What follows belongs to an exercise in optimizing a design on an open flow for small area and a short achievable clock period; a production flow would make more cautious choices. Function was not checked in any run shown here: the RTL went through the layout flow alone. Power is estimated from default activity; no workload was simulated.

## flow/design.v (module list and top-level ports; edited modules follow where they fit)
// module bxor: 3 lines
// module bmaj: 3 lines
// module bpp: 3 lines
// module bsel: 3 lines
// module bseln: 3 lines
// module bppn: 3 lines
// module baoi: 3 lines
// module boai: 3 lines
// module bnand: 3 lines
// module bnor: 3 lines
// module bxnor: 3 lines
// module pipelined_boothe_multiplier: 5868 lines
module pipelined_boothe_multiplier #(
    parameter WIDTH = 32
) (
    input clk,
    input reset,
    input en,
    input [WIDTH - 1: 0] md,
    input [WIDTH - 1: 0] mr,
    output [(2 * WIDTH) - 1: 0] s_result
);
  // ...
==> flow/run.sh <==
#!/bin/bash
# synth_recipe.tcl (not shown) runs the flow's synth.tcl, then flattens the netlist and writes it again
# the make line also repeats each setting of config.mk as NAME=value (left out here)
make -C /OpenROAD-flow-scripts/flow DESIGN_CONFIG=/design/flow/config.mk WORK_HOME=/design/flow/orfs CLKGATE_MAP_FILE= SYNTH_SCRIPT=/design/flow/synth_recipe.tcl finish
==> flow/config.mk <==
export PLATFORM = sky130hd
export DESIGN_NAME = pipelined_boothe_multiplier
export DESIGN_NICKNAME = pipelined_boothe_multiplier
export VERILOG_FILES = /design/flow/design.v
export SDC_FILE = /design/flow/constraint.sdc
export NUM_CORES = 4
export LEC_CHECK = 0
export CAP_MARGIN = 20
export CORE_MARGIN = 2
export CORE_UTILIZATION = 60
export CTS_CLUSTER_DIAMETER = 100
export CTS_CLUSTER_SIZE = 30
export PLACE_DENSITY = 0.7
export SETUP_SLACK_MARGIN = 2.85
export SLEW_MARGIN = 20
export SYNTH_HIERARCHICAL = 1
export SYNTH_MINIMUM_KEEP_SIZE = 0
export TNS_END_PERCENT = 60
==> flow/constraint.sdc <==
create_clock -name core_clock -period 5.0 [get_ports {clk}]
set_input_delay 1.0000 -clock core_clock [delete_from_list [all_inputs] [get_ports {clk}]]
set_output_delay 1.0000 -clock core_clock [all_outputs]
set_load 0.01 [all_outputs]
==> metrics.md, run 1 <==
| Metric | Value |
|---|---|
| Relative contribution of combinational cells to total power | 31.3% |
| Maximum buffer depth of the clock tree | 3 |
| Crit path launch | s32[8] |
| Number of synthesized register bits | 2340 |
| Multi-input gate share of the layout cell area | 33.3% |
| Total number of multi-input combinational cells | 3123 |
| Chip Height | 354 um |
| Cell types with the largest area share after synthesis | dfxtp_1 (64%), xor2_1 (15%), maj3_2 (6.5%), xnor2_1 (3.6%), a22o_1 (3.1%) |
| Combinational-cell power consumption | 0.0179 W |
| Max cap viols | 0 |
| Instance area after placement | 0.0767 mm2 |
| Fraction of the mapped netlist area in compound gates | 7.39% |
| Inverters excl. clock | 108 |
| Capture instance of the worst register-to-register path | s5[63] |
| Top layer used by detailed routing | met4 |
| Largest registers | s3 (151), s4 (151), s2 (148) |
| Design internal power | 0.0390 W |
| Estimated wirelength of the detail-placed design | 86000 um |
| WHS Endpoint | s10[27] |
| Status | no timing/DRC/antenna violations |
| Well tap count | 1625 |
| Core Region | 0.122 mm2 |
| # IOs | 131 |
| Post-CTS resize count | 427 |
| Routed vias | 37477 |
| Total of plain and repair buffers excluding clock buffers | 206 |
| Storage cell area | 0.0473 mm2 |
| Largest delay contributor family on the critical path | flip-flops |
| Largest cell class | registers |
| Global placement routability congestion | 0.806 |
| Max Fanout on Critical Path | 1 |
| Root buffer cell | clkbuf_16 |
| CTS Hold Bufs | 0 |
| Data required time of the critical path | 4.00 ns |
| Number of antenna-violating nets in the routed design | 0 |
| Clock buf count | 94 |
| Clock insertion delay at the later pin of the skew report | 0.73 ns |
| Slew @ Worst Pin | 0.726 ns |
| Hold-critical path depth | 0 |
| Clock group share of total power | 15.1% |
| Basic-gate share of the synthesized area counting and, or, nand and nor cells | 2.75% |
| Global routing usage summed across all routing layers | 19.1% |
| Final standard cell count with taps included and fillers excluded | 7510 |
==> run 2: changes to the inputs <==
--- a/flow/config.mk
+++ b/flow/config.mk
@@ -17,2 +17 @@
 export SYNTH_MINIMUM_KEEP_SIZE = 0
-export TNS_END_PERCENT = 60
==> run 2 against run 1 <==
Against the previous run: sequential share of layout area decreased by 0.062 points; die area is the same; worst hold slack improved by 0.00093 ns; wire length is essentially flat; worst setup slack is essentially flat; synthesized cell count stayed put; sequential power is essentially flat; synthesized area unchanged; via count is 0.14% higher; highest routed layer unchanged.
==> metrics.md, run 2 <==
| Metric | Value |
|---|---|
| Status | no timing/DRC/antenna violations (unchanged) |
| Max Fanout on Critical Path | 1 (unchanged) |
| CP Data Arrival Time | 1.28 ns (about the same) |
| Clock slew seen by the registers of the worst setup and hold paths | 0.10 ns (about the same) |
| Setup violators final | 0 (unchanged) |
| Chip Height | 354 um (unchanged) |
| Overflow after GRT | 0 (unchanged) |
| Data required time of the critical path | 4.00 ns (about the same) |
| Max cap viols | 0 (unchanged) |
| Gate Count Post-Synth | 5580 (unchanged) |
| Drt first pass iters | 5 (unchanged) |
| Mean number of vias per cell | 5.00 (was 4.99) |
| Slew margin rel. | 51.8% (was 51.2%) |
| Main flop type after synthesis | dfxtp_1 (unchanged) |
| Antenna diode count | 0 (unchanged) |
| # IOs | 131 (unchanged) |
| Post-synth top area share | 63.8% (unchanged) |
| Final net count | 5964 (was 5962) |
| Sequential cell area fraction in the yosys report | 63.8% (unchanged) |
| Setup tns final | 0 ns (unchanged) |
| Cell chain of the critical path | clkdlybuf4s15_2 (unchanged) |
| LEAKAGE | 32.8 nW (about the same) |
| Leading cell types in the layout, fill and taps excluded | dfxtp_1 (2132), xor2_1 (1175), maj3_2 (423), xnor2_1 (296), a22o_1 (256) (was dfxtp_1 (2137), xor2_1 (1177), maj3_2 (423), xnor2_1 (300), a22o_1 (256)) |
| Estimated wirelength of the detail-placed design | 86000 um (unchanged) |
| Number of synthesized register bits | 2340 (unchanged) |
| Total count of hold-check failures in the final report | 0 (unchanged) |
| Routed vias | 37531 (was 37477) |
| Standard-cell row count | 128 (unchanged) |
| Detailed router's first-iteration violation count | 1743 (was 1772) |
| Maximum buffer depth of the clock tree | 3 (unchanged) |
| Delay of the slowest critical-path stage | 0.34 ns (about the same) |
| X dimension of the die | 354 um (unchanged) |
| Core Region | 0.122 mm2 (unchanged) |
| Share of the clock period used by the worst path | 45.6% (about the same) |
| Largest delay contributor family on the critical path | flip-flops (unchanged) |
| Dominant cell by count in the synthesized netlist | dfxtp_1 (unchanged) |
| Worst min-delay path class | reg2reg (unchanged) |
| Number of buffers added on ports | 129 (unchanged) |
| First-pass GRT wire length | 194000 um (unchanged) |
| Synthesis-to-layout area growth | 10.5% (was 10.3%) |
| Synthesized area divided by synthesized cell count | 13.2 um2 (unchanged) |
| Final standard cell count with taps included and fillers excluded | 7512 (was 7510) |
| FMAX | 439 MHz (about the same) |
| Die outline area | 0.125 mm2 (unchanged) |
| Clock insertion delay at the later pin of the skew report | 0.74 ns (was 0.73 ns) |
| Unrepaired setup endpoints after global routing | true (unchanged) |
| Top post-synthesis cells by count | dfxtp_1 (2340), xor2_1 (1240), maj3_2 (423), xnor2_1 (305) (unchanged) |
| Bufs and invs on worst path | 1 (unchanged) |
| Worst Path Class, Setup | reg2out (unchanged) |
| Post-detailed-routing wire length | 122000 um (about the same) |
| Yosys warnings | 7 (unchanged) |
| Unique masters post-synth | 43 (unchanged) |
| Proportion of register bits with asynchronous set or reset after synthesis | 0% (unchanged) |
| Mapped Nets | 5673 (unchanged) |
| Number of design rule violations left after detail routing | 0 (unchanged) |
| Final worst slack | 2.72 ns (about the same) |
| CTS tree | built (unchanged) |
| Root buffer cell | clkbuf_16 (unchanged) |
| Total instance count after detailed placement | 7327 (unchanged) |
| Startpoint type of the worst setup path | register (unchanged) |
| Kind of capture point of the worst setup path | primary output (unchanged) |
| Initial standard-cell utilization of the core | 60.4% (unchanged) |
| TritonCTS Sinks | 2340 (unchanged) |
| Pins over their slew limit | 0 (unchanged) |
| Number of flops mapped to enable cells by yosys | 0 (unchanged) |
| Initial antenna violation count | 2 (unchanged) |
| Slew @ Worst Pin | 0.716 ns (was 0.726 ns) |
| Largest registers | s3 (151), s4 (151), s2 (148) (unchanged) |
| Via count of the first global-routing pass | 36812 (unchanged) |
| Maximum resistive drop on vdd | 0.508 mV (was 0.505 mV) |
| Largest net degree at the start of global routing | 33 (unchanged) |
| Cell types with the largest area share after synthesis | dfxtp_1 (64%), xor2_1 (15%), maj3_2 (6.5%), xnor2_1 (3.6%), a22o_1 (3.1%) (unchanged) |
| Clock tree skew after final layout | 0.0386 ns (was 0.0363 ns) |
| Library cell occupying the most area in the post-synthesis netlist | dfxtp_1 (unchanged) |
| Global placement routability congestion | 0.806 (unchanged) |
| Post-synth design cell area | 0.0734 mm2 (unchanged) |
| Global routing usage summed across all routing layers | 19.1% (unchanged) |
| Wire length per cell | 16.2 um (about the same) |
| Ratio of total power to cell area | 703 mW/mm2 (was 704 mW/mm2) |
| Number of antenna-violating nets in the routed design | 0 (unchanged) |
| Pre-CTS setup slack | 2.14 ns (unchanged) |
| Inserted Clock Buffers | 90 (unchanged) |
| Time the worst path needs with I/O delays and setup | 2.28 ns (about the same) |
| CTS H-Tree Depth | 3 (unchanged) |
| Most common cell after layout, fill and taps aside | dfxtp_1 (unchanged) |
| Layout cell share with drive strength beyond 1 | 19.0% (was 18.7%) |
| Library cell contributing the largest single delay on the critical path | dfxtp_2 (unchanged) |
==> run 2: where the power goes <==
part	switching (W)	total (W)	internal, W	leakage (nW)
registers	0.00305	0.0305	0.0274	19.7
clock network	0.00523	0.00864	0.00341	1.24
logic	0.00971	0.0179	0.00819	11.9
==> run 2: metal layers <==
| metal | wire [um] | vias to the layer above | global-route usage, % |
|---|---|---|---|
| li1 | - | 19155 | - |
| met1 | 55200 | 17732 | 24.7 |
| met2 | 60200 | 476 | 33.3 |
| met3 | 3670 | 168 | 2.32 |
| met4 | 2630 | 0 | 5.77 |
| met5 | 0 | - | 0 |
==> run 2: logic make-up after synthesis <==
kind of cell    share of synthesized area (%)
flops                                    63.8
mux                                    0.0273
fa+ha+maj                                6.95
xor+xnor                                 18.4
compound gates                           7.39
buf+inv                                 0.632
simple gates                             2.75
==> run 2: modules after synthesis, one instance, submodules excluded, a selection <==
module                       area (um2)  copies in the design  cells inside
pipelined_boothe_multiplier       50000                     1          2850
baoi                               8.76                    95             1
bmaj                               11.3                   423             1
bnand                              3.75                    76             1
bxor                               8.76                  1214             1
bsel                               8.76                   256             1
==> run 2: path summary, 6_finish.rpt <==
kind	start	endpoint	slack, ns	cells after the start
worst max-delay path	s32[8]	s_result[8]	2.72	1
worst min-delay path	s9[27]	s10[27]	0.32	0
worst max register to register	s4[130]	s5[63]	2.84	8
worst min register to register	s9[27]	s10[27]	0.32	0
==> run 2: metrics by stage <==
step	total power (W)	cell area (um2)	hold WS, ns	util (%)
after floorplan	0.0438	73400	0.310	-
after global placement	0.0475	76700	0.309	63.1
after detailed placement	0.0481	76700	0.312	63.1
after CTS	0.0571	79500	0.322	65.4
after global routing	0.0608	81100	0.328	66.7
final	0.0570	81100	0.322	66.7
==> run 2: layout make-up <==
class	count	area (um2)
Inverter	108	405
Clock inverter	14	249
Multi-Input combinational cell	3123	27000
Sequential cell	2340	47300
Fill cell	8990	40400
Timing Repair Buffer	208	1790
Clock buffer	94	2300
Tap cell	1625	2030
==> run 2: worst reg2reg max path: stages, from the launching register on <==
cell and delay (ns):
dfxtp_4 0.41, buf_8 0.16, buf_4 0.14, o22ai_2 0.19
xnor2_2 0.13, maj3_2 0.35, xor2_1 0.16, xor2_1 0.20
maj3_2 0.31
==> run 2: timing repair <==
action / 4_1_cts / 5_1_grt
hold buffers: 0 / 0
pin swaps: 1 / 80
buffers inserted: 2 / 74
setup endpoints to repair: 395 / 297
resized for setup: 428 / 257
gates cloned: 1 / 0
==> run 3: changes to the inputs <==
--- a/flow/config.mk
+++ b/flow/config.mk
@@ -17 +17,2 @@
 export SYNTH_MINIMUM_KEEP_SIZE = 0
+export TNS_END_PERCENT = 80
==> run 3 against run 2 <==
Against the previous run: synthesized area unchanged; design area is essentially flat; flip-flop and latch count did not move; clock skew is 0.0015 ns lower; critical endpoint unchanged.
==> metrics.md, run 3 <==
| Metric | Value |
|---|---|
| First-pass GRT wire length | 194000 um (unchanged) |
| Setup tns final | 0 ns (unchanged) |
| Ratio of total power to cell area | 703 mW/mm2 (about the same) |
| Largest net degree at the start of global routing | 33 (unchanged) |
| CP Data Arrival Time | 1.28 ns (about the same) |
| Unique masters post-synth | 43 (unchanged) |
| Unrepaired setup endpoints after global routing | true (unchanged) |
| Maximum buffer depth of the clock tree | 3 (unchanged) |
| Proportion of register bits with asynchronous set or reset after synthesis | 0% (unchanged) |
| Dominant cell by count in the synthesized netlist | dfxtp_1 (unchanged) |
| Chip Height | 354 um (unchanged) |
| Final net count | 5963 (was 5964) |
| Die outline area | 0.125 mm2 (unchanged) |
| Largest registers | s3 (151), s4 (151), s2 (148) (unchanged) |
| Leading cell types in the layout, fill and taps excluded | dfxtp_1 (2134), xor2_1 (1176), maj3_2 (423), xnor2_1 (298), a22o_1 (256) (was dfxtp_1 (2132), xor2_1 (1175), maj3_2 (423), xnor2_1 (296), a22o_1 (256)) |
| Sequential cell area fraction in the yosys report | 63.8% (unchanged) |
| Initial antenna violation count | 2 (unchanged) |
| Wire length per cell | 16.2 um (about the same) |
| Fraction of power consumed by sequential logic | 53.5% (about the same) |
| Overflow after GRT | 0 (unchanged) |
| Post-synth design cell area | 0.0734 mm2 (unchanged) |
| Drt first pass iters | 5 (unchanged) |
| Max Fanout on Critical Path | 1 (unchanged) |
| Clock tree skew after final layout | 0.0371 ns (was 0.0386 ns) |
| Setup violators final | 0 (unchanged) |
| Startpoint type of the worst setup path | register (unchanged) |
| Slew margin rel. | 51.0% (was 51.8%) |
| Number of flops mapped to enable cells by yosys | 0 (unchanged) |
| Time the worst path needs with I/O delays and setup | 2.28 ns (about the same) |
| Post-detailed-routing wire length | 122000 um (about the same) |
| Global routing usage summed across all routing layers | 19.1% (unchanged) |
| Detailed router's first-iteration violation count | 1777 (was 1743) |
| Cell chain of the critical path | clkdlybuf4s15_2 (unchanged) |
| Estimated wirelength of the detail-placed design | 86000 um (unchanged) |
| Most common cell after layout, fill and taps aside | dfxtp_1 (unchanged) |
| Switching portion of total power | 31.6% (was 31.5%) |
| Largest delay contributor family on the critical path | flip-flops (unchanged) |
| Inserted Clock Buffers | 90 (unchanged) |
| Kind of capture point of the worst setup path | primary output (unchanged) |
| Status | no timing/DRC/antenna violations (unchanged) |
| # IOs | 131 (unchanged) |
| Final standard cell count with taps included and fillers excluded | 7511 (was 7512) |
| Root buffer cell | clkbuf_16 (unchanged) |
| Clock insertion delay at the later pin of the skew report | 0.74 ns (about the same) |
| Worst Path Class, Setup | reg2out (unchanged) |
| Gate Count Post-Synth | 5580 (unchanged) |
| Pins over their slew limit | 0 (unchanged) |
| Mean number of vias per cell | 5.00 (about the same) |
| Design internal power | 0.0390 W (about the same) |
| Initial standard-cell utilization of the core | 60.4% (unchanged) |
| Standard-cell row count | 128 (unchanged) |
| Worst slack on hold paths | 0.323 ns (was 0.322 ns) |
| CTS tree | built (unchanged) |
| Global placement routability congestion | 0.806 (unchanged) |
| Top post-synthesis cells by count | dfxtp_1 (2340), xor2_1 (1240), maj3_2 (423), xnor2_1 (305) (unchanged) |
| Clock group share of total power | 15.1% (about the same) |
| Clock slew seen by the registers of the worst setup and hold paths | 0.10 ns (about the same) |
| Mapped Nets | 5673 (unchanged) |
| Post-synth top area share | 63.8% (unchanged) |
| Slew @ Worst Pin | 0.728 ns (was 0.716 ns) |
| X dimension of the die | 354 um (unchanged) |
| CTS Hold Bufs | 0 (unchanged) |
| Bufs and invs on worst path | 1 (unchanged) |
| Data required time of the critical path | 4.00 ns (about the same) |
| Library cell occupying the most area in the post-synthesis netlist | dfxtp_1 (unchanged) |
| Max cap viols | 0 (unchanged) |
| Delay of the slowest critical-path stage | 0.34 ns (about the same) |
| TritonCTS Sinks | 2340 (unchanged) |
| Via count of the first global-routing pass | 36812 (unchanged) |
| Total count of hold-check failures in the final report | 0 (unchanged) |
| Worst min-delay path class | reg2reg (unchanged) |
| Relative contribution of combinational cells to total power | 31.4% (about the same) |
| Power spent charging and discharging nets | 0.0180 W (about the same) |
| Maximum resistive drop on vdd | 0.507 mV (was 0.508 mV) |
| Number of antenna-violating nets in the routed design | 0 (unchanged) |
| CTS H-Tree Depth | 3 (unchanged) |
| Total instance count after detailed placement | 7327 (unchanged) |
| Antenna diode count | 0 (unchanged) |
| Main flop type after synthesis | dfxtp_1 (unchanged) |
| LEAKAGE | 32.8 nW (about the same) |
| Share of the clock period used by the worst path | 45.6% (about the same) |
| Synthesized area divided by synthesized cell count | 13.2 um2 (unchanged) |
| Core Region | 0.122 mm2 (unchanged) |
| Routed vias | 37556 (was 37531) |
| Yosys warnings | 7 (unchanged) |
| Synthesis-to-layout area growth | 10.4% (was 10.5%) |
| Number of synthesized register bits | 2340 (unchanged) |
| Number of design rule violations left after detail routing | 0 (unchanged) |
| Library cell contributing the largest single delay on the critical path | dfxtp_2 (unchanged) |
| Cell types with the largest area share after synthesis | dfxtp_1 (64%), xor2_1 (15%), maj3_2 (6.5%), xnor2_1 (3.6%), a22o_1 (3.1%) (unchanged) |
| Layout cell share with drive strength beyond 1 | 18.9% (was 19.0%) |
| FMAX | 439 MHz (about the same) |
| Number of buffers added on ports | 129 (unchanged) |
==> run 3: cell counts after synthesis <==
Identical to the previous run, type by type.
==> run 3: Yosys stat by module, one instance, submodules excluded <==
module | copies in the design | flip-flops and latches
boai | 75 | 0
baoi | 95 | 0
bseln | 256 | 0
pipelined_boothe_multiplier | 1 | 2340
bxnor | 277 | 0
bsel | 256 | 0
bxor | 1214 | 0
bnand | 76 | 0
bmaj | 423 | 0
bnor | 58 | 0
==> run 3: cell families (layout without fill, tap and decap cells) <==
| family | count (synthesis) | after routing | share of synthesized area, % |
|---|---|---|---|
| buffers and inverters | 118 | 423 | 0.632 |
| AOI/OAI and AO/OA | 728 | 728 | 7.39 |
| DFF | 2340 | 2340 | 63.8 |
| adders and majority gates | 449 | 449 | 6.95 |
| and+or+nand+nor | 398 | 399 | 2.75 |
| muxes | 2 | 2 | 0.0273 |
| xor gates and xnor gates | 1545 | 1545 | 18.4 |
==> run 3: final timing paths <==
kind / cells past startpoint / end / slack [ns] / from
min: 0 / s10[27] / 0.32 / s9[27]
min reg2reg: 0 / s10[27] / 0.32 / s9[27]
max reg2reg: 8 / s5[63] / 2.83 / s4[130]
max: 1 / s_result[8] / 2.72 / s32[8]
==> run 3: power groups by stage <==
stage	clock, W	sequential, W	combinational [W]
CTS	0.00898	0.0307	0.0174
global placement	0	0.0304	0.0171
floorplan	0	0.0297	0.0141
global route	0.00962	0.0314	0.0198
finish	0.00863	0.0305	0.0179
detailed placement	0	0.0309	0.0173
==> run 3: what timing repair did <==
item	in CTS	in global routing
pin swaps	1	76
setup buffers	2	73
gates resized for setup	428	248
gates cloned	1	0
setup endpoints to repair	395	297
==> run 3: metal layers <==
metal  global-route usage (%)  routed length (um)  vias to the layer above  share of wire, %
met5                        0                   0                        -                 0
met4                     5.77                2620                        0               2.2
met3                     2.32                3610                      164               3.0
met2                     33.3               60200                      501                49
met1                     24.7               55200                    17744                45
li1                         -                   -                    19147                 -
==> run 3: per-stage QoR <==
| stage | power [W] | worst slack [ns] | util (%) | area [um2] |
|---|---|---|---|---|
| floorplan | 0.0438 | 2.86 | - | 73400 |
| finish | 0.0570 | 2.72 | 66.7 | 81100 |
| CTS | 0.0571 | 2.62 | 65.4 | 79500 |
| global placement | 0.0475 | 2.19 | 63.1 | 76700 |
| global route | 0.0608 | 2.65 | 66.7 | 81100 |
| detailed placement | 0.0481 | 2.14 | 63.1 | 76700 |
==> run 3: area by class of cell <==
type	count	area, um2
tap	1625	2030
clock inverter	14	249
sequential	2340	47300
inverter	108	405
timing repair buffer	207	1780
clock buffer	94	2300
fill	9002	40500
multi-input combinational	3123	27000
==> run 4: changes to the inputs <==
--- a/flow/config.mk
+++ b/flow/config.mk
@@ -12,3 +12,3 @@
 export CTS_CLUSTER_SIZE = 30
-export PLACE_DENSITY = 0.7
+export PLACE_DENSITY = 0.65
 export SETUP_SLACK_MARGIN = 2.85
@@ -17,2 +17 @@
 export SYNTH_MINIMUM_KEEP_SIZE = 0
-export TNS_END_PERCENT = 80
==> run 4 against run 3 <==
Against the previous run: core utilization rose by 0.079 points; design area rose by 0.12%; sequential share of layout area barely moved; worst setup slack improved by 0.11 ns; non-clock buffer count did not move; final cell count barely moved; still clean; clock skew rose by 0.020 ns; synthesized cell count did not move; via count rose by 0.71%; die area did not move; critical endpoint is now s4[82]; clock power rose by 1%; sequential power barely moved.
==> metrics.md, run 4 <==
| Metric | Value |
|---|---|
| Status | no timing/DRC/antenna violations (unchanged) |
| Clock group share of total power | 15.3% (was 15.1%) |
| Max cap viols | 0 (unchanged) |
| Maximum buffer depth of the clock tree | 3 (unchanged) |
| Global routing usage summed across all routing layers | 19.0% (was 19.1%) |
| Clock slew seen by the registers of the worst setup and hold paths | 0.10 ns (about the same) |
| Time the worst path needs with I/O delays and setup | 2.17 ns (was 2.28 ns) |
| Post-synthesis share of cell area spent on xor and xnor gates | 18.4% (unchanged) |
| Storage cell area | 0.0473 mm2 (about the same) |
| Library cell occupying the most area in the post-synthesis netlist | dfxtp_1 (unchanged) |
| Total count of hold-check failures in the final report | 0 (unchanged) |
| CP Data Arrival Time | 2.81 ns (was 1.28 ns) |
| Standard-cell row count | 128 (unchanged) |
| X dimension of the die | 354 um (unchanged) |
| Number of buffers added on ports | 129 (unchanged) |
| Estimated wirelength of the detail-placed design | 85700 um (was 86000 um) |
| Synthesized area divided by synthesized cell count | 13.2 um2 (unchanged) |
| Largest registers | s3 (151), s4 (151), s2 (148) (unchanged) |
| Post-detailed-routing wire length | 121000 um (was 122000 um) |
| Delay of the slowest critical-path stage | 0.41 ns (was 0.34 ns) |
| Yosys warnings | 7 (unchanged) |
| Final standard cell count with taps included and fillers excluded | 7515 (was 7511) |
| Global placement routability congestion | 0.820 (was 0.806) |
| Number of flops mapped to enable cells by yosys | 0 (unchanged) |
| Leading cell types in the layout, fill and taps excluded | dfxtp_1 (2128), xor2_1 (1171), maj3_2 (423), xnor2_1 (296), a22o_1 (256) (was dfxtp_1 (2134), xor2_1 (1176), maj3_2 (423), xnor2_1 (298), a22o_1 (256)) |
| Worst min-delay path class | reg2reg (unchanged) |
| Detailed router's first-iteration violation count | 1728 (was 1777) |
| Overflow after GRT | 0 (unchanged) |
| Most common cell after layout, fill and taps aside | dfxtp_1 (unchanged) |
| Total instance count after detailed placement | 7325 (was 7327) |
| Maximum resistive drop on vdd | 0.427 mV (was 0.507 mV) |
| Mapped Nets | 5673 (unchanged) |
| Design internal power | 0.0392 W (was 0.0390 W) |
| Setup violators final | 0 (unchanged) |
| Slew @ Worst Pin | 0.775 ns (was 0.728 ns) |
| Gate Count Post-Synth | 5580 (unchanged) |
| Top post-synthesis cells by count | dfxtp_1 (2340), xor2_1 (1240), maj3_2 (423), xnor2_1 (305) (unchanged) |
| Mean number of vias per cell | 5.03 (was 5.00) |
| Drt first pass iters | 5 (unchanged) |
| Pins over their slew limit | 0 (unchanged) |
| Kind of capture point of the worst setup path | register (was primary output) |
| TritonCTS Sinks | 2340 (unchanged) |
| Ratio of total power to cell area | 704 mW/mm2 (was 703 mW/mm2) |
| Root buffer cell | clkbuf_16 (unchanged) |
| Mux share of post-synthesis cell area | 0.0273% (unchanged) |
| Cell chain of the critical path | buf_4 > o22ai_2 > xnor2_1 > maj3_2 > xor2_1 > maj3_2 > xor2_2 > xor2_2 (was clkdlybuf4s15_2) |
| Layout filler cell count | 8928 (was 9002) |
| Number of antenna-violating nets in the routed design | 0 (unchanged) |
| Wire length per cell | 16.2 um (about the same) |
| Final net count | 5965 (was 5963) |
| Basic-gate share of the synthesized area counting and, or, nand and nor cells | 2.75% (unchanged) |
| Layout cell share with drive strength beyond 1 | 19.1% (was 18.9%) |
| Dominant cell by count in the synthesized netlist | dfxtp_1 (unchanged) |
| Sequential cell area fraction in the yosys report | 63.8% (unchanged) |
| Clock tree skew after final layout | 0.0573 ns (was 0.0371 ns) |
| Number of design rule violations left after detail routing | 0 (unchanged) |
| CTS Hold Bufs | 0 (unchanged) |
| Proportion of register bits with asynchronous set or reset after synthesis | 0% (unchanged) |
| Core Region | 0.122 mm2 (unchanged) |
| Startpoint type of the worst setup path | register (unchanged) |
| Switching portion of total power | 31.5% (was 31.6%) |
| Max Fanout on Critical Path | 7 (was 1) |
| Fraction of the mapped netlist area in compound gates | 7.39% (unchanged) |
| Worst Path Class, Setup | reg2reg (was reg2out) |
| Number of synthesized register bits | 2340 (unchanged) |
| Setup tns final | 0 ns (unchanged) |
| Chip Height | 354 um (unchanged) |
| Post-synth top area share | 63.8% (unchanged) |
| LEAKAGE | 32.8 nW (about the same) |
| Unique masters post-synth | 43 (unchanged) |
| Share of the clock period used by the worst path | 43.4% (was 45.6%) |
| Initial standard-cell utilization of the core | 60.4% (unchanged) |
| Routed vias | 37822 (was 37556) |
| Relative contribution of combinational cells to total power | 31.4% (about the same) |
| Largest delay contributor family on the critical path | adder cells (was flip-flops) |
| First-pass GRT wire length | 194000 um (about the same) |
| Initial antenna violation count | 0 (was 2) |
| Cell types with the largest area share after synthesis | dfxtp_1 (64%), xor2_1 (15%), maj3_2 (6.5%), xnor2_1 (3.6%), a22o_1 (3.1%) (unchanged) |
| Power spent charging and discharging nets | 0.0180 W (about the same) |
| FMAX | 460 MHz (was 439 MHz) |
| Bufs and invs on worst path | 1 (unchanged) |
| Die outline area | 0.125 mm2 (unchanged) |
| Inserted Clock Buffers | 91 (was 90) |
| Unrepaired setup endpoints after global routing | true (unchanged) |
| Fraction of power consumed by sequential logic | 53.3% (was 53.5%) |
| Via count of the first global-routing pass | 37114 (was 36812) |
| Overall power | 0.0571 W (was 0.0570 W) |
| Main flop type after synthesis | dfxtp_1 (unchanged) |
| # IOs | 131 (unchanged) |
| Largest net degree at the start of global routing | 31 (was 33) |
| Slew margin rel. | 48.2% (was 51.0%) |
| CTS H-Tree Depth | 3 (unchanged) |
| Synthesized-area fraction occupied by adder cells | 6.95% (unchanged) |
| Clock insertion delay at the later pin of the skew report | 0.76 ns (was 0.74 ns) |
| Data required time of the critical path | 5.64 ns (was 4.00 ns) |
| Area used by multi-input combinational logic | 0.0270 mm2 (about the same) |
| CTS tree | built (unchanged) |
| Library cell contributing the largest single delay on the critical path | dfxtp_4 (was dfxtp_2) |
| Post-synth design cell area | 0.0734 mm2 (unchanged) |
| Synthesis-to-layout area growth | 10.6% (was 10.4%) |
| Antenna diode count | 0 (unchanged) |
| Worst slack on hold paths | 0.289 ns (was 0.323 ns) |
| Main combinational cell family by area after synthesis | XOR/XNOR gates (unchanged) |
[run 4: changes by cell type in the layout (fill, tap and decap cells not counted), moves of 6 or more]
cell and delta:
dfxtp_4 +9, buf_6 +11, xor2_2 +8, dfxtp_1 -6
o21ai_2 -6, buf_12 -7
[run 4: path summary, 6_finish.rpt]
kind                              start      end  slack [ns]  cells past startpoint
worst min register to register  s10[41]  s11[41]        0.29                      0
worst max register to register  s3[122]   s4[82]        2.83                      8
worst max-delay path            s3[122]   s4[82]        2.83                      8
worst min-delay path            s10[41]  s11[41]        0.29                      0
[run 4: stage by stage]
stage          setup WS [ns]  instance area (um2)  util, %
2_1_floorplan           2.86                73400        -
3_3_place_gp            2.24                76700     63.1
3_5_place_dp            2.20                76700     63.1
4_1_cts                 2.73                79600     65.5
5_1_grt                 2.78                81200     66.8
6_report                2.83                81200     66.8
[run 4: final cells by class]
type / count / area share, %
flip-flops and latches: 2340 / 58.3
multi-input cells: 3124 / 33.3
clock buffers: 94 / 2.86
well taps: 1625 / 2.51
repair buffers: 207 / 2.16
inverters: 108 / 0.499
clock inverters: 17 / 0.347
[run 4: metal layers]
metal	wire [um]	GRT usage, %	up-vias
met5	0	0	-
met4	3480	6.43	0
met2	59500	33.3	546
li1	-	-	19214
met3	4040	2.30	186
met1	54400	24.2	17876
[run 4: kinds of logic (layout without fill, tap and decap cells)]
kind of cell | Yosys count | count (layout)
muxes | 2 | 2
DFF | 2340 | 2340
buffers and inverters | 118 | 426
adders and majority gates | 449 | 449
and+or+nand+nor | 398 | 400
AOI/OAI and AO/OA | 728 | 728
xor gates and xnor gates | 1545 | 1545
[run 4: power groups by stage]
stage	combinational [W]	sequential, W	clock, W
6_report	0.0179	0.0305	0.00873
5_1_grt	0.0198	0.0314	0.00974
4_1_cts	0.0174	0.0306	0.00908
3_5_place_dp	0.0172	0.0308	0
3_3_place_gp	0.0171	0.0304	0
2_1_floorplan	0.0141	0.0297	0
[run 4: repair_timing]
item / in CTS / in global routing
cloned: 1 / 1
pin swaps: 0 / 89
setup buffers: 2 / 75
resized for setup: 457 / 256
setup endpoints to repair: 344 / 295
[run 4: per-module statistics from Yosys (local to each module, per instance), excerpt]
module  flops+latches  area (um2)  cells
bmaj                0        11.3      1
bsel                0        8.76      1
bnand               0        3.75      1
bxor                0        8.76      1
bseln               0        6.26      1
bxnor               0        8.76      1
baoi                0        8.76      1
==> run 5: changes to the inputs <==
--- a/flow/config.mk
+++ b/flow/config.mk
@@ -9,6 +9,6 @@
 export CORE_MARGIN = 2
-export CORE_UTILIZATION = 60
+export CORE_UTILIZATION = 58
 export CTS_CLUSTER_DIAMETER = 100
 export CTS_CLUSTER_SIZE = 30
-export PLACE_DENSITY = 0.65
+export PLACE_DENSITY = 0.7
 export SETUP_SLACK_MARGIN = 2.85
==> run 5 against run 4 <==
Against the previous run: synthesized cell count unchanged; critical path type is now reg2out; clock power fell by 0.9%; sequential power hardly changed; core utilization is 2.3 points lower.
==> metrics.md, run 5 <==
| Metric | Value |
|---|---|
| Standard-cell row count | 130 (was 128) |
| Number of buffers added on ports | 129 (unchanged) |
| Synthesis-to-layout area growth | 10.3% (was 10.6%) |
| Largest registers | s3 (151), s4 (151), s2 (148) (unchanged) |
| Total count of hold-check failures in the final report | 0 (unchanged) |
| Delay of the slowest critical-path stage | 0.35 ns (was 0.41 ns) |
| FMAX | 457 MHz (was 460 MHz) |
| Startpoint type of the worst setup path | register (unchanged) |
| Worst reg2reg path depth | 7 (was 8) |
| Leading cell types in the layout, fill and taps excluded | dfxtp_1 (2128), xor2_1 (1182), maj3_2 (423), xnor2_1 (294), a22o_1 (256) (was dfxtp_1 (2128), xor2_1 (1171), maj3_2 (423), xnor2_1 (296), a22o_1 (256)) |
| CP Data Arrival Time | 1.19 ns (was 2.81 ns) |
| Number of synthesized register bits | 2340 (unchanged) |
| Number of antenna-violating nets in the routed design | 0 (unchanged) |
| CTS tree | built (unchanged) |
| Post-detailed-routing wire length | 119000 um (was 121000 um) |
| Share of the clock period used by the worst path | 43.7% (was 43.4%) |
| Setup violators final | 0 (unchanged) |
| CTS H-Tree Depth | 3 (unchanged) |
| Largest net degree at the start of global routing | 33 (was 31) |
| Bufs and invs on worst path | 1 (unchanged) |
| Unrepaired setup endpoints after global routing | true (unchanged) |
| Time the worst path needs with I/O delays and setup | 2.19 ns (was 2.17 ns) |
| Final net count | 5947 (was 5965) |
| Core Region | 0.126 mm2 (was 0.122 mm2) |
| Hold-critical path depth | 0 (unchanged) |
| Cell chain of the critical path | buf_2 (was buf_4 > o22ai_2 > xnor2_1 > maj3_2 > xor2_1 > maj3_2 > xor2_2 > xor2_2) |
| Cell types with the largest area share after synthesis | dfxtp_1 (64%), xor2_1 (15%), maj3_2 (6.5%), xnor2_1 (3.6%), a22o_1 (3.1%) (unchanged) |
| Slew margin rel. | 55.5% (was 48.2%) |
| First-pass GRT wire length | 189000 um (was 194000 um) |
| Antenna diode count | 0 (unchanged) |
| Status | no timing/DRC/antenna violations (unchanged) |
| Routed vias | 37403 (was 37822) |
| Maximum buffer depth of the clock tree | 3 (unchanged) |
| Post-synth design cell area | 0.0734 mm2 (unchanged) |
| Unique masters post-synth | 43 (unchanged) |
| Estimated wirelength of the detail-placed design | 85200 um (was 85700 um) |
| Die outline area | 0.129 mm2 (was 0.125 mm2) |
| Initial antenna violation count | 3 (was 0) |
| Clock insertion delay at the later pin of the skew report | 0.73 ns (was 0.76 ns) |
| Post-synth top area share | 63.8% (unchanged) |
| Library cell contributing the largest single delay on the critical path | dfxtp_2 (was dfxtp_4) |
| Setup tns final | 0 ns (unchanged) |
| Top post-synthesis cells by count | dfxtp_1 (2340), xor2_1 (1240), maj3_2 (423), xnor2_1 (305) (unchanged) |
| Global placement routability congestion | 0.858 (was 0.820) |
| TritonCTS Sinks | 2340 (unchanged) |
| Largest delay contributor family on the critical path | flip-flops (was adder cells) |
| Mean number of vias per cell | 4.97 (was 5.03) |
| Gate Count Post-Synth | 5580 (unchanged) |
| Pins over their slew limit | 0 (unchanged) |
| Slew @ Worst Pin | 0.661 ns (was 0.775 ns) |
| # IOs | 131 (unchanged) |
| Ratio of total power to cell area | 703 mW/mm2 (was 704 mW/mm2) |
| Detailed router's first-iteration violation count | 1575 (was 1728) |
| Root buffer cell | clkbuf_16 (unchanged) |
| Max Fanout on Critical Path | 1 (was 7) |
| Layout cell share with drive strength beyond 1 | 18.7% (was 19.1%) |
| Inserted Clock Buffers | 91 (unchanged) |
| Maximum resistive drop on vdd | 0.406 mV (was 0.427 mV) |
| Proportion of register bits with asynchronous set or reset after synthesis | 0% (unchanged) |
| Clock tree skew after final layout | 0.0393 ns (was 0.0573 ns) |
| Global routing usage summed across all routing layers | 17.9% (was 19.0%) |
| Yosys warnings | 7 (unchanged) |
| Worst min-delay path class | reg2reg (unchanged) |
| Via count of the first global-routing pass | 36527 (was 37114) |
| Max cap viols | 0 (unchanged) |
| Overflow after GRT | 0 (unchanged) |
| Main flop type after synthesis | dfxtp_1 (unchanged) |
| Number of flops mapped to enable cells by yosys | 0 (unchanged) |
| Synthesized area divided by synthesized cell count | 13.2 um2 (unchanged) |
| Mapped Nets | 5673 (unchanged) |
| Dominant cell by count in the synthesized netlist | dfxtp_1 (unchanged) |
| Data required time of the critical path | 4.00 ns (was 5.64 ns) |
| Util after Layout | 64.5% (was 66.8%) |
| Number of logic stages on the critical path including buffering | 1 (was 8) |
| Sequential cell area fraction in the yosys report | 63.8% (unchanged) |
| Most common cell after layout, fill and taps aside | dfxtp_1 (unchanged) |
| LEAKAGE | 32.8 nW (about the same) |
| Clock slew seen by the registers of the worst setup and hold paths | 0.11 ns (was 0.10 ns) |
| Chip Height | 360 um (was 354 um) |
| Library cell occupying the most area in the post-synthesis netlist | dfxtp_1 (unchanged) |
| Initial standard-cell utilization of the core | 58.5% (was 60.4%) |
| Worst Path Class, Setup | reg2out (was reg2reg) |
| Wire length per cell | 15.8 um (was 16.2 um) |
| X dimension of the die | 360 um (was 354 um) |
| Kind of capture point of the worst setup path | primary output (was register) |
| Number of design rule violations left after detail routing | 0 (unchanged) |
| Drt first pass iters | 7 (was 5) |
## run 5: cell counts after synthesis
Identical to the previous run, type by type.
## run 5: final cells by class
type	instances	area, um2
clock inverter	17	280
sequential	2340	47300
multi-input combinational	3124	27000
fill	9464	44600
tap	1650	2060
clock buffer	93	2310
timing repair buffer	189	1620
inverter	108	405
## run 5: metrics by stage
stage | cells | total power, W | hold WS [ns] | area (um2) | setup WS, ns
finish | 7521 | 0.0569 | 0.323 | 81000 | 2.81
global route | 7521 | 0.0606 | 0.333 | 81000 | 2.74
CTS | 7470 | 0.0569 | 0.324 | 79600 | 2.63
detailed placement | 7351 | 0.0480 | 0.312 | 76700 | 2.14
global placement | 7351 | 0.0474 | 0.310 | 76700 | 2.23
floorplan | 5580 | 0.0438 | 0.310 | 73400 | 2.86
## run 5: report_power, final
group	total (W)	internal (W)	switching [W]	leakage [nW]
sequential	0.0304	0.0274	0.00298	19.8
clock	0.00865	0.00344	0.00522	1.26
combinational	0.0178	0.00819	0.00961	11.7
total	0.0569	0.0391	0.0178	32.8
## run 5: final timing paths
| path | start | end | slack [ns] |
|---|---|---|---|
| setup reg to reg | s4[131] | s5[84] | 2.84 |
| hold reg to reg | s2[148] | s3[151] | 0.32 |
| hold / removal | s2[148] | s3[151] | 0.32 |
| setup / recovery | s32[12] | s_result[12] | 2.81 |
## run 5: timing repair
action,in CTS,in global routing
resized for setup,452,234
pin swaps,1,66
hold buffers,0,0
gates cloned,1,1
buffers inserted,8,50
endpoints found under the setup margin,393,269
## run 5: Yosys stat by module, one instance, submodules excluded
module                       flip-flops and latches  times used  cell area, um2
bsel                                              0         256            8.76
bseln                                             0         256            6.26
bxnor                                             0         277            8.76
pipelined_boothe_multiplier                    2340           1           50000
baoi                                              0          95            8.76
bmaj                                              0         423            11.3
bxor                                              0        1214            8.76
bnand                                             0          76            3.75
bnor                                              0          58            3.75
boai                                              0          75            5.00
## run 5: cells by family after synthesis
| family | synth area share [%] |
|---|---|
| XOR/XNOR | 18.4 |
| buffers and inverters | 0.632 |
| AND/OR/NAND/NOR | 2.75 |
| adder cells (fa/ha/maj) | 6.95 |
| multiplexers | 0.0273 |
| flip-flops | 63.8 |
| AO/OA/AOI/OAI | 7.39 |
## run 5: layer usage
metal | up-vias | global-route usage (%) | routed length [um]
met5 | - | 0 | 0
met4 | 0 | 6.62 | 3260
met3 | 190 | 2.21 | 3670
met2 | 521 | 31.6 | 58600
met1 | 17567 | 22.3 | 53200
li1 | 19125 | - | -
==> run 6: changes to the inputs <==
--- a/flow/config.mk
+++ b/flow/config.mk
@@ -13,3 +13,3 @@
 export PLACE_DENSITY = 0.7
-export SETUP_SLACK_MARGIN = 2.85
+export SETUP_SLACK_MARGIN = 2.87
 export SLEW_MARGIN = 20
@@ -17 +17,2 @@
 export SYNTH_MINIMUM_KEEP_SIZE = 0
+export TNS_END_PERCENT = 60
==> run 6 against run 5 <==
Against the previous run: still clean; sequential share of layout area up 0.14 points; critical path depth unchanged; core utilization down 0.12 points; largest cell class unchanged; largest power group unchanged.
==> metrics.md, run 6 <==
| Metric | Value |
|---|---|
| Status | no timing/DRC/antenna violations (unchanged) |
| Leading cell types in the layout, fill and taps excluded | dfxtp_1 (2125), xor2_1 (1191), maj3_2 (423), xnor2_1 (297), a22o_1 (256) (was dfxtp_1 (2128), xor2_1 (1182), maj3_2 (423), xnor2_1 (294), a22o_1 (256)) |
| Unique masters post-synth | 43 (unchanged) |
| Util after Layout | 64.4% (was 64.5%) |
| Core Region | 0.126 mm2 (unchanged) |
| Number of antenna-violating nets in the routed design | 0 (unchanged) |
| Ratio of total power to cell area | 702 mW/mm2 (was 703 mW/mm2) |
| Largest net degree at the start of global routing | 33 (unchanged) |
| Top layer used by detailed routing | met4 (unchanged) |
| Gate Count Post-Synth | 5580 (unchanged) |
| Estimated wirelength of the detail-placed design | 84500 um (was 85200 um) |
| Met2 WL | 57300 um (was 58600 um) |
| Initial standard-cell utilization of the core | 58.5% (unchanged) |
| Max cap viols | 0 (unchanged) |
| Drt first pass iters | 5 (was 7) |
| Flop-to-flop setup slack | 2.85 ns (was 2.84 ns) |
| Mean number of vias per cell | 4.98 (was 4.97) |
| Worst Path Class, Setup | reg2out (unchanged) |
| Startpoint type of the worst setup path | register (unchanged) |
| Number of design rule violations left after detail routing | 0 (unchanged) |
| Largest delay contributor family on the critical path | flip-flops (unchanged) |
| Largest registers | s3 (151), s4 (151), s2 (148) (unchanged) |
| Root buffer cell | clkbuf_16 (unchanged) |
| Cell chain of the critical path | buf_6 (was buf_2) |
| Maximum buffer depth of the clock tree | 3 (unchanged) |
| Clock slew seen by the registers of the worst setup and hold paths | 0.11 ns (about the same) |
| Number of buffers added on ports | 129 (unchanged) |
| Most common cell after layout, fill and taps aside | dfxtp_1 (unchanged) |
| Bufs and invs on worst path | 1 (unchanged) |
| Number of synthesized register bits | 2340 (unchanged) |
| CP Data Arrival Time | 1.16 ns (was 1.19 ns) |
| Total instance count after detailed placement | 7351 (unchanged) |
| CTS Hold Bufs | 0 (unchanged) |
| X dimension of the die | 360 um (unchanged) |
| Initial antenna violation count | 1 (was 3) |
| Top post-synthesis cells by count | dfxtp_1 (2340), xor2_1 (1240), maj3_2 (423), xnor2_1 (305) (unchanged) |
| Die outline area | 0.129 mm2 (unchanged) |
| Slew @ Worst Pin | 0.751 ns (was 0.661 ns) |
| Inserted Clock Buffers | 90 (was 91) |
| Global routing usage summed across all routing layers | 17.8% (was 17.9%) |
| Layout filler cell count | 9543 (was 9464) |
| Clock tree skew after final layout | 0.0399 ns (was 0.0393 ns) |
| Crit path launch | s32[12] (unchanged) |
| # IOs | 131 (unchanged) |
| Final worst slack | 2.84 ns (was 2.81 ns) |
| First-pass GRT wire length | 190000 um (was 189000 um) |
| Overflow after GRT | 0 (unchanged) |
| Pins over their slew limit | 0 (unchanged) |
| Library cell contributing the largest single delay on the critical path | dfxtp_2 (unchanged) |
| Beginning of the worst register-to-register path | s4[130] (was s4[131]) |
| Kind of capture point of the worst setup path | primary output (unchanged) |
| Met3 Wirelength | 3760 um (was 3670 um) |
| Slew margin rel. | 49.5% (was 55.5%) |
| Main flop type after synthesis | dfxtp_1 (unchanged) |
| CTS H-Tree Depth | 3 (unchanged) |
| Endpoint of the worst setup timing path | s_result[12] (unchanged) |
| Capture instance of the worst register-to-register path | s5[84] (unchanged) |
| Antenna diode count | 0 (unchanged) |
| Chip Height | 360 um (unchanged) |
| Max Fanout on Critical Path | 1 (unchanged) |
| Cell types with the largest area share after synthesis | dfxtp_1 (64%), xor2_1 (15%), maj3_2 (6.5%), xnor2_1 (3.6%), a22o_1 (3.1%) (unchanged) |
| Metal-1 WL | 53400 um (was 53200 um) |
| Area used by multi-input combinational logic | 0.0269 mm2 (was 0.0270 mm2) |
| Sequential cell area fraction in the yosys report | 63.8% (unchanged) |
| Standard-cell row count | 130 (unchanged) |
| Total count of hold-check failures in the final report | 0 (unchanged) |
| Detailed router's first-iteration violation count | 1571 (was 1575) |
| Final standard cell count with taps included and fillers excluded | 7514 (was 7521) |
| LEAKAGE | 32.7 nW (was 32.8 nW) |
| Worst min-delay path class | reg2reg (unchanged) |
| Number of flops mapped to enable cells by yosys | 0 (unchanged) |
| Post-synth design cell area | 0.0734 mm2 (unchanged) |
| Yosys warnings | 7 (unchanged) |
| CTS tree | built (unchanged) |
| Setup tns final | 0 ns (unchanged) |
| Maximum resistive drop on vdd | 0.311 mV (was 0.406 mV) |
| TritonCTS Sinks | 2340 (unchanged) |
| Post-synth top area share | 63.8% (unchanged) |
| Proportion of register bits with asynchronous set or reset after synthesis | 0% (unchanged) |
| Clock insertion delay at the later pin of the skew report | 0.74 ns (was 0.73 ns) |
| Delay of the slowest critical-path stage | 0.34 ns (was 0.35 ns) |
| Worst reg2reg path depth | 8 (was 7) |
| Mapped Nets | 5673 (unchanged) |
| Share of the clock period used by the worst path | 43.2% (was 43.7%) |
| Final net count | 5942 (was 5947) |
| Wire length per cell | 15.7 um (was 15.8 um) |
| Data required time of the critical path | 4.00 ns (about the same) |
| Pre-CTS setup slack | 2.15 ns (was 2.14 ns) |
| Time the worst path needs with I/O delays and setup | 2.16 ns (was 2.19 ns) |
| Via count of the first global-routing pass | 36645 (was 36527) |
| Global placement routability congestion | 0.834 (was 0.858) |
| Setup violators final | 0 (unchanged) |
| Post-detailed-routing wire length | 118000 um (was 119000 um) |
| Synthesized area divided by synthesized cell count | 13.2 um2 (unchanged) |
| Dominant cell by count in the synthesized netlist | dfxtp_1 (unchanged) |
| FMAX | 463 MHz (was 457 MHz) |
| Routed vias | 37423 (was 37403) |
| Library cell occupying the most area in the post-synthesis netlist | dfxtp_1 (unchanged) |
| Storage cell area | 0.0473 mm2 (about the same) |
| Synthesis-to-layout area growth | 10.1% (was 10.3%) |
| Unrepaired setup endpoints after global routing | true (unchanged) |
| Number of logic stages on the critical path including buffering | 1 (unchanged) |
| Overall power | 0.0568 W (was 0.0569 W) |
| Layout cell share with drive strength beyond 1 | 18.5% (was 18.7%) |
## run 6: cell type report
cell class,count,area share [%]
timing repair buffer,186,1.90
sequential,2340,58.6
tap,1650,2.55
inverter,108,0.502
clock buffer,93,2.84
clock inverter,14,0.345
multi-input combinational,3123,33.3
## run 6: power breakdown
group          total [W]  leakage [nW]  internal [W]  switching, W
registers         0.0304          19.8        0.0274       0.00298
clock network    0.00866          1.24       0.00345       0.00521
logic             0.0177          11.7       0.00815       0.00954
total             0.0568          32.7        0.0390        0.0177
## run 6: repair_timing
action,CTS,global route
pin swaps,3,51
buffers inserted,1,54
setup endpoints to repair,392,319
resized for setup,481,212
cloned,1,0
## run 6: metrics by stage
stage,area (um2),hold WS [ns]
2_1_floorplan,73400,0.310
3_3_place_gp,76700,0.310
3_5_place_dp,76700,0.312
4_1_cts,79700,0.318
5_1_grt,80800,0.320
6_report,80800,0.312
## run 6: how the worst min path moves through the flow
stage / from / endpoint / slack [ns] / cells after the start
floorplan: s9[0] / s10[0] / 0.31 / 0
global placement: s6[32] / s7[32] / 0.31 / 0
detailed placement: s9[25] / s10[25] / 0.31 / 0
CTS: s24[56] / s25[56] / 0.32 / 0
global route: s7[42] / s8[42] / 0.32 / 0
finish: s7[42] / s8[42] / 0.31 / 0
## run 6: cells by family after synthesis
logic type               count (synthesis)  synth area share (%)
AO/OA/AOI/OAI                          728                  7.39
buffers and inverters                  118                 0.632
flip-flops                            2340                  63.8
AND/OR/NAND/NOR                        398                  2.75
XOR/XNOR                              1545                  18.4
multiplexers                             2                0.0273
adder cells (fa/ha/maj)                449                  6.95
## run 6: per-module statistics from Yosys (local to each module, per instance)
module,area [um2],times used,cells inside
pipelined_boothe_multiplier,50000,1,2850
bmaj,11.3,423,1
baoi,8.76,95,1
bsel,8.76,256,1
bxnor,8.76,277,1
bxor,8.76,1214,1
bseln,6.26,256,1
boai,5.00,75,1
bnand,3.75,76,1
bnor,3.75,58,1
## run 6: per-layer routing
layer / track usage [%] / vias up
met3: 2.34 / 184
li1: - / 19134
met4: 6.70 / 0
met2: 31.4 / 529
met1: 22.3 / 17576
met5: 0 / -
==> run 7: changes to the inputs <==
--- a/flow/config.mk
+++ b/flow/config.mk
@@ -9,7 +9,7 @@
 export CORE_MARGIN = 2
-export CORE_UTILIZATION = 58
+export CORE_UTILIZATION = 62
 export CTS_CLUSTER_DIAMETER = 100
 export CTS_CLUSTER_SIZE = 30
-export PLACE_DENSITY = 0.7
-export SETUP_SLACK_MARGIN = 2.87
+export PLACE_DENSITY = 0.72
+export SETUP_SLACK_MARGIN = 2.85
 export SLEW_MARGIN = 20
==> run 7 against run 6 <==
Against the previous run: clock skew grew 0.016 ns; count of clock-buffer cells in the layout grew 4; sequential share of layout area up 0.082 points; global-route usage grew 2.5 points; highest routed layer unchanged; design area down 0.19%; wire length is 5.3% higher; final cell count down 1.5%; still clean on timing, DRC and antenna; combinational power about the same; worst hold slack got worse by 0.028 ns.
==> metrics.md, run 7 <==
| Metric | Value |
|---|---|
| Time the worst path needs with I/O delays and setup | 2.16 ns (about the same) |
| Area used by multi-input combinational logic | 0.0269 mm2 (about the same) |
| X dimension of the die | 348 um (was 360 um) |
| Largest registers | s3 (151), s4 (151), s2 (148) (unchanged) |
| Max Fanout on Critical Path | 32 (was 1) |
| Flop-to-flop setup slack | 2.84 ns (was 2.85 ns) |
| Library cell contributing the largest single delay on the critical path | nor2b_4 (was dfxtp_2) |
| Library cell occupying the most area in the post-synthesis netlist | dfxtp_1 (unchanged) |
| Worst slack on hold paths | 0.284 ns (was 0.312 ns) |
| Relative contribution of combinational cells to total power | 31.1% (was 31.2%) |
| Crit-path most repeated cell | ha_1 |
| Post-detailed-routing wire length | 124000 um (was 118000 um) |
| Proportion of register bits with asynchronous set or reset after synthesis | 0% (unchanged) |
| Startpoint type of the worst setup path | register (unchanged) |
| Initial standard-cell utilization of the core | 62.3% (was 58.5%) |
| Number of antenna-violating nets in the routed design | 0 (unchanged) |
| Metal-1 WL | 55200 um (was 53400 um) |
| TritonCTS Sinks | 2340 (unchanged) |
| Synthesized area divided by synthesized cell count | 13.2 um2 (unchanged) |
| Number of design rule violations left after detail routing | 0 (unchanged) |
| Design internal power | 0.0392 W (was 0.0390 W) |
| # IOs | 131 (unchanged) |
| Maximum resistive drop on vdd | 0.377 mV (was 0.311 mV) |
| CTS Hold Bufs | 0 (unchanged) |
| Final net count | 5935 (was 5942) |
| Cell chain of the critical path | ha_1 > and3_1 > ha_1 > nor2b_4 > and2_1 > nor2b_1 (was buf_6) |
| Largest net degree at the start of global routing | 33 (unchanged) |
| Top post-synthesis cells by count | dfxtp_1 (2340), xor2_1 (1240), maj3_2 (423), xnor2_1 (305) (unchanged) |
| Sequential cell area fraction in the yosys report | 63.8% (unchanged) |
| Setup tns final | 0 ns (unchanged) |
| Storage cell area | 0.0473 mm2 (about the same) |
| Clock tree skew after final layout | 0.0556 ns (was 0.0399 ns) |
| Yosys warnings | 7 (unchanged) |
| Global routing usage summed across all routing layers | 20.3% (was 17.8%) |
| Slew @ Worst Pin | 0.696 ns (was 0.751 ns) |
| Data required time of the critical path | 5.65 ns (was 4.00 ns) |
| Root buffer cell | clkbuf_16 (unchanged) |
| Drt first pass iters | 5 (unchanged) |
| Overall power | 0.0574 W (was 0.0568 W) |
| Dominant cell by count in the synthesized netlist | dfxtp_1 (unchanged) |
| Mapped Nets | 5673 (unchanged) |
| FMAX | 464 MHz (was 463 MHz) |
| Core Region | 0.118 mm2 (was 0.126 mm2) |
| Gate Count Post-Synth | 5580 (unchanged) |
| Clock group share of total power | 15.4% (was 15.3%) |
| Mean number of vias per cell | 5.10 (was 4.98) |
| Detailed router's first-iteration violation count | 1630 (was 1571) |
| Chip Height | 348 um (was 360 um) |
| Overflow after GRT | 0 (unchanged) |
| Antenna diode count | 0 (unchanged) |
| Power spent charging and discharging nets | 0.0182 W (was 0.0177 W) |
| Max cap viols | 0 (unchanged) |
| Met2 WL | 62100 um (was 57300 um) |
| Wire length per cell | 16.8 um (was 15.7 um) |
| Worst Path Class, Setup | reg2reg (was reg2out) |
| Fraction of power consumed by sequential logic | 53.5% (was 53.6%) |
| Clock slew seen by the registers of the worst setup and hold paths | 0.11 ns (about the same) |
| Synthesis-to-layout area growth | 9.87% (was 10.1%) |
| Total count of hold-check failures in the final report | 0 (unchanged) |
| Initial antenna violation count | 0 (was 1) |
| Worst min-delay path class | reg2reg (unchanged) |
| Cell types with the largest area share after synthesis | dfxtp_1 (64%), xor2_1 (15%), maj3_2 (6.5%), xnor2_1 (3.6%), a22o_1 (3.1%) (unchanged) |
| Leading cell types in the layout, fill and taps excluded | dfxtp_1 (2143), xor2_1 (1182), maj3_2 (423), xnor2_1 (296), a22o_1 (256) (was dfxtp_1 (2125), xor2_1 (1191), maj3_2 (423), xnor2_1 (297), a22o_1 (256)) |
| Setup violators final | 0 (unchanged) |
| Post-synth top area share | 63.8% (unchanged) |
| Layout cell share with drive strength beyond 1 | 18.1% (was 18.5%) |
| Routed vias | 37718 (was 37423) |
| Estimated wirelength of the detail-placed design | 86100 um (was 84500 um) |
| Switching portion of total power | 31.8% (was 31.2%) |
| Pins over their slew limit | 0 (unchanged) |
| Status | no timing/DRC/antenna violations (unchanged) |
| Share of the clock period used by the worst path | 43.1% (was 43.2%) |
| Number of synthesized register bits | 2340 (unchanged) |
| Clock insertion delay at the later pin of the skew report | 0.73 ns (was 0.74 ns) |
| Met3 Wirelength | 4120 um (was 3760 um) |
| Maximum buffer depth of the clock tree | 3 (unchanged) |
| Unrepaired setup endpoints after global routing | true (unchanged) |
| Number of buffers added on ports | 129 (unchanged) |
| Most common cell after layout, fill and taps aside | dfxtp_1 (unchanged) |
| CTS H-Tree Depth | 3 (unchanged) |
| Slew margin rel. | 53.6% (was 49.5%) |
| Layout filler cell count | 8482 (was 9543) |
| Delay of the slowest critical-path stage | 0.63 ns (was 0.34 ns) |
| First-pass GRT wire length | 200000 um (was 190000 um) |
| Post-synth design cell area | 0.0734 mm2 (unchanged) |
| Ratio of total power to cell area | 712 mW/mm2 (was 702 mW/mm2) |
| Die outline area | 0.121 mm2 (was 0.129 mm2) |
| Number of flops mapped to enable cells by yosys | 0 (unchanged) |
| CP Data Arrival Time | 2.80 ns (was 1.16 ns) |
| Main flop type after synthesis | dfxtp_1 (unchanged) |
| Unique masters post-synth | 43 (unchanged) |
| Inserted Clock Buffers | 91 (was 90) |
| Top layer used by detailed routing | met4 (unchanged) |
| Via count of the first global-routing pass | 37543 (was 36645) |
| Standard-cell row count | 126 (was 130) |
| Kind of capture point of the worst setup path | register (was primary output) |
| CTS tree | built (unchanged) |
| Global placement routability congestion | 0.825 (was 0.834) |
| LEAKAGE | 32.7 nW (about the same) |
## run 7: cells by family (layout without fill, tap and decap cells)
| family | count (synthesis) | in the layout | synth area share (%) |
|---|---|---|---|
| AOI/OAI and AO/OA | 728 | 728 | 7.39 |
| and+or+nand+nor | 398 | 399 | 2.75 |
| DFF | 2340 | 2340 | 63.8 |
| muxes | 2 | 2 | 0.0273 |
| adders and majority gates | 449 | 449 | 6.95 |
| xor gates and xnor gates | 1545 | 1545 | 18.4 |
| buffers and inverters | 118 | 400 | 0.632 |
## run 7: cell type report
| class | count | share of cell area [%] |
|---|---|---|
| clock buffer | 97 | 2.91 |
| clock inverter | 17 | 0.369 |
| inverter | 108 | 0.503 |
| multi-input combinational | 3123 | 33.4 |
| sequential | 2340 | 58.7 |
| tap | 1536 | 2.38 |
| timing repair buffer | 178 | 1.79 |
## run 7: repair_timing
item                                    in CTS  in global routing
pin swaps                                    2                 46
cloned                                       1                  0
endpoints found under the setup margin     394                321
gates resized for setup                    442                216
setup buffers                                2                 44
## run 7: stage by stage
stage	instance area, um2	cells	worst slack [ns]	util (%)
finish	80700	7399	2.84	68.5
global route	80700	7399	2.66	68.5
CTS	79500	7355	2.69	67.5
detailed placement	76600	7238	2.19	65.1
global placement	76600	7238	2.20	65.1
floorplan	73400	5580	2.86	-
## run 7: path summary, 6_finish.rpt
kind            from  endpoint  cells after the start
max reg2reg  rcnt[0]   s32[63]                      6
min          s12[22]   s13[22]                      0
min reg2reg  s12[22]   s13[22]                      0
max          rcnt[0]   s32[63]                      6
## run 7: Yosys stat by module (local to each module, per instance)
module | flip-flops and latches | cells inside
bxor | 0 | 1
bnand | 0 | 1
bsel | 0 | 1
pipelined_boothe_multiplier | 2340 | 2850
bxnor | 0 | 1
boai | 0 | 1
bnor | 0 | 1
baoi | 0 | 1
bmaj | 0 | 1
bseln | 0 | 1
## run 7: critical path: cells and delay by family (launching register included)
| kind | cells | cell delay [ns] |
|---|---|---|
| flip-flops | 1 | 0.40 |
| AND/OR/NAND/NOR | 4 | 1.16 |
| adder cells (fa/ha/maj) | 2 | 0.54 |
## run 7: routing by layer
metal,global-route usage [%],vias up
met4,5.92,0
met5,0,-
met1,25.9,17876
met2,36.3,585
met3,2.37,169
li1,-,19088
## run 7: power by group through the flow
stage | sequential (W) | clock [W] | combinational, W
global placement | 0.0304 | 0 | 0.0171
CTS | 0.0309 | 0.00916 | 0.0175
detailed placement | 0.0309 | 0 | 0.0172
global route | 0.0316 | 0.00977 | 0.0198
floorplan | 0.0297 | 0 | 0.0141
finish | 0.0307 | 0.00885 | 0.0179

==> re-timing with driven ports <==
The results above use ideal ports. As a check the final layouts listed here were re-extracted and re-timed, cells and wires unchanged.
Step 1 (the two cells are an assumption about what drives the block):
set clk [get_ports {clk}]
set_driving_cell -lib_cell sky130_fd_sc_hd__clkbuf_16 $clk
set_driving_cell -lib_cell sky130_fd_sc_hd__buf_2 [delete_from_list [all_inputs] $clk]
Step 2 moves the port delays by t, midway between the first and last clock arrival at a register: inputs arrive t later, outputs are due t later. That takes back most of the time a late clock gives input paths.
Slacks: ideal / step 1 / step 2; pairs: ideal / step 1.
run | t (ns) | setup WS [ns] | clock arrival spread, ns | slew at the worst register clock pin (ns)
run 1 | 0.795 | 2.722 / 2.641 / 2.357 | 0.047 / 0.047 | 0.11 / 0.11
run 2 | 0.798 | 2.722 / 2.640 / 2.356 | 0.049 / 0.049 | 0.11 / 0.11
run 3 | 0.796 | 2.722 / 2.641 / 2.360 | 0.048 / 0.048 | 0.11 / 0.11
run 4 | 0.799 | 2.828 / 2.758 / 2.151 | 0.077 / 0.077 | 0.11 / 0.11
run 5 | 0.792 | 2.814 / 2.735 / 2.456 | 0.042 / 0.042 | 0.11 / 0.11
run 6 | 0.790 | 2.840 / 2.765 / 2.381 | 0.046 / 0.046 | 0.11 / 0.11
run 7 | 0.774 | 2.843 / 2.783 / 2.342 | 0.066 / 0.065 | 0.11 / 0.11
After both steps setup and hold are still met in every run listed. For run 4, which loses most, drivers alone change the setup slack by -0.070 ns; drivers and shift together by -0.677 ns.
